Source: an optimization exercise on an open RTL-to-GDS flow (aim: small area, a short achievable clock period and few clock cycles per item). Production flows keep margins and buffers that such runs may drop. In this exercise RTL edits were held to simulation tests only and were not proved equivalent to the original. Power is estimated from default activity; no workload was simulated.

==> flow/design.v (excerpt) <==
module alu #(
    parameter INST_W = 4,
    parameter INT_W  = 6,
    parameter FRAC_W = 10,
    parameter DATA_W = INT_W + FRAC_W
)(
    input                      i_clk,
    input                      i_rst_n,
    input                      i_in_valid,
    output                     o_busy,
    input         [INST_W-1:0] i_inst,
    input  signed [DATA_W-1:0] i_data_a,
    input  signed [DATA_W-1:0] i_data_b,
    output                     o_out_valid,
    output        [DATA_W-1:0] o_data
);
integer i;
reg        busy_q;
reg        v1;
reg [3:0]  inst1;
reg [15:0] a1, b1;
reg [15:0] asel1;      
reg [7:0]  enc_one, enc_two, enc_neg;
reg [1:0]  icode;      
wire sp_c1 = (i_data_a[15:11] == 5'b00000);             
wire sp_c5 = !i_data_a[15] && !sp_c1;                   
wire sp_c2 = (i_data_a[15:10] == 6'b111111);            
wire sp_c3 = (i_data_a[15:10] == 6'b111110);            
wire sp_c4 = (i_data_a[15:10] == 6'b111101);            
wire [15:0] sp_k = sp_c1 ? 16'd10922 :
                   sp_c2 ? 16'd5461  :
                   sp_c3 ? 16'd3641  :
                   sp_c4 ? 16'd1820  :
                   sp_c5 ? 16'd16384 : 16'd0;
wire        in_sp = (i_inst == 4'd4);
wire [15:0] op_b = in_sp ? sp_k : i_data_b;
wire [16:0] op_bx = {op_b, 1'b0};
wire        take = i_in_valid && !busy_q;
assign o_busy = busy_q;
always @(posedge i_clk or negedge i_rst_n) begin
    if (!i_rst_n) begin
        busy_q <= 1'b1;
        v1     <= 1'b0;
    end else begin
        busy_q <= 1'b0;
        v1     <= take;
    end
end
always @(posedge i_clk) begin
    inst1 <= i_inst;
    a1    <= i_data_a;
    b1    <= op_b;
    for (i = 0; i < 16; i = i + 1)
        asel1[i] <= take && (i_inst == 4'd3) && (i_data_a[3:0] == i);
    icode <= !in_sp ? 2'd0 : (sp_c1 || sp_c2) ? 2'd1 : sp_c3 ? 2'd2 : sp_c4 ? 2'd3 : 2'd0;
    for (i = 0; i < 8; i = i + 1) begin
        enc_one[i] <= op_bx[2*i+1] ^ op_bx[2*i];
  ...
Size: about 2400 cells after synthesis, roughly 520 flip-flops, ~28000 um^2 of cells after synthesis.
export LEC_CHECK = 0
export CAP_MARGIN = 20
export CORE_MARGIN = 2
export CORE_UTILIZATION = 40
export SLEW_MARGIN = 20
export SETUP_SLACK_MARGIN = 7
export TNS_END_PERCENT = 10
export BUFFER_PORTS_ARGS = -buffer_cell sky130_fd_sc_hd__buf_2
export CTS_ARGS = -sink_clustering_enable -repair_clock_nets -dont_use_dummy_load
create_clock -name core_clock -period 10.0 [get_ports {i_clk}]
standard.sh (not shown) runs the stock make flow with config.mk's settings and CLKGATE_MAP_FILE= SYNTH_SCRIPT=/design/flow/synth_recipe.tcl, a recipe that flattens the netlist after the stock synthesis.
==> flow/flow/run.sh <==
#!/bin/bash
cd "$(dirname "$0")/.."
cat >> config.mk <<'EOC'
export SETUP_SLACK_MARGIN = 7
export TNS_END_PERCENT = 10
export BUFFER_PORTS_ARGS = -buffer_cell sky130_fd_sc_hd__buf_2
export CTS_ARGS = -sink_clustering_enable -repair_clock_nets -dont_use_dummy_load
EOC
bash standard.sh > standard.log 2>&1
The starting point completed with no timing, DRC or antenna violations.
Testbench counts at the start, summed over its fixed seeds: cycles 3,224, items 3,200.
Then changed:
==> flow/flow/run.sh (replaced) <==
#!/bin/bash
cd "$(dirname "$0")/.."
echo "export SETUP_SLACK_MARGIN = 7" >> config.mk
echo "export TNS_END_PERCENT = 10" >> config.mk
bash standard.sh > standard.log 2>&1
--- a/flow/config.mk
+++ b/flow/config.mk
@@ -14,2 +13,0 @@
-export BUFFER_PORTS_ARGS = -buffer_cell sky130_fd_sc_hd__buf_2
-export CTS_ARGS = -sink_clustering_enable -repair_clock_nets -dont_use_dummy_load
What happened: Worst setup slack got worse by 140 ps; hold slack gets better by 3.2 ps; non-clock buffer count went down by 18; sequential share of layout area decreases by 0.67 points.
Then changed:
==> flow/flow/run.sh (replaced) <==
#!/bin/bash
cd "$(dirname "$0")/.."
cat >> config.mk <<'EOC'
export TNS_END_PERCENT = 20
export BUFFER_PORTS_ARGS = -buffer_cell sky130_fd_sc_hd__buf_2
export CTS_ARGS = -sink_clustering_enable -repair_clock_nets -dont_use_dummy_load -sink_clustering_size 22 -sink_clustering_max_diameter 120
EOC
cp config.mk config_cts.mk
echo "export SETUP_SLACK_MARGIN = 6.55" >> config.mk
bash standard.sh cts > standard_cts.log 2>&1
cp config_cts.mk config.mk
echo "export SETUP_SLACK_MARGIN = 6.2" >> config.mk
bash standard.sh finish > standard.log 2>&1
--- a/flow/config.mk
+++ b/flow/config.mk
@@ -12,2 +12,4 @@
-export SETUP_SLACK_MARGIN = 7
-export TNS_END_PERCENT = 10
+export TNS_END_PERCENT = 20
+export BUFFER_PORTS_ARGS = -buffer_cell sky130_fd_sc_hd__buf_2
+export CTS_ARGS = -sink_clustering_enable -repair_clock_nets -dont_use_dummy_load -sink_clustering_size 22 -sink_clustering_max_diameter 120
+export SETUP_SLACK_MARGIN = 6.2
What happened:
- core utilization is lower by 4.6 points
- count of clock-buffer cells in the layout is lower by 50
- design area is lower by 9.4%
- via count is lower by 4.0%
- fmax is lower by 3.2%
- synthesized area stays the same
Then changed:
--- a/flow/flow/run.sh
+++ b/flow/flow/run.sh
@@ -4 +4 @@
-export TNS_END_PERCENT = 20
+export TNS_END_PERCENT = 10
@@ -9 +9 @@
-echo "export SETUP_SLACK_MARGIN = 6.55" >> config.mk
+echo "export SETUP_SLACK_MARGIN = 6.0" >> config.mk
@@ -12 +12 @@
-echo "export SETUP_SLACK_MARGIN = 6.2" >> config.mk
+echo "export SETUP_SLACK_MARGIN = 5.8" >> config.mk
--- a/flow/config.mk
+++ b/flow/config.mk
@@ -12 +12 @@
-export TNS_END_PERCENT = 20
+export TNS_END_PERCENT = 10
@@ -15 +15 @@
-export SETUP_SLACK_MARGIN = 6.2
+export SETUP_SLACK_MARGIN = 5.8
Via count barely changes.
Non-clock buffer count goes down by 22.
Die area is unchanged.
Clock power stays flat.
Worst hold slack stays flat.
Synthesized area stays the same.
Cell area came out lower by 2.0%.
Utilization falls by 0.91 points.
Cell count is lower by about 0.6%.

[what the ideal ports hide]
No port has a modelled driver above. Below, the same layouts with a new extraction and two added sets of constraints. Step 1, drivers: a clkbuf_16 drives i_clk and a buf_2 each remaining input, both assumed. Step 2, shift: input delay + t, output delay - t, t = (earliest + latest rising clock arrival at the registers) / 2. This alone moves slack from input paths to output paths. Slacks: ideal / step 1 / step 2; pairs: ideal / step 1.
run | shift t [ns] | setup WS [ns] | pins driven straight from the clock port
the first run | 0.653 | 6.677 / 6.677 / 6.054 | 1
the second run | 0.682 | 6.536 / 6.536 / 5.983 | 1
the third run | 0.668 | 6.423 / 6.423 / 5.830 | 1
the fourth run | 0.653 | 5.911 / 5.911 / 5.562 | 1
After both steps every run listed still meets setup and hold. The setup slack of the first run, which loses most, moves by 0.000 ns with the drivers and by -0.623 ns with both steps.
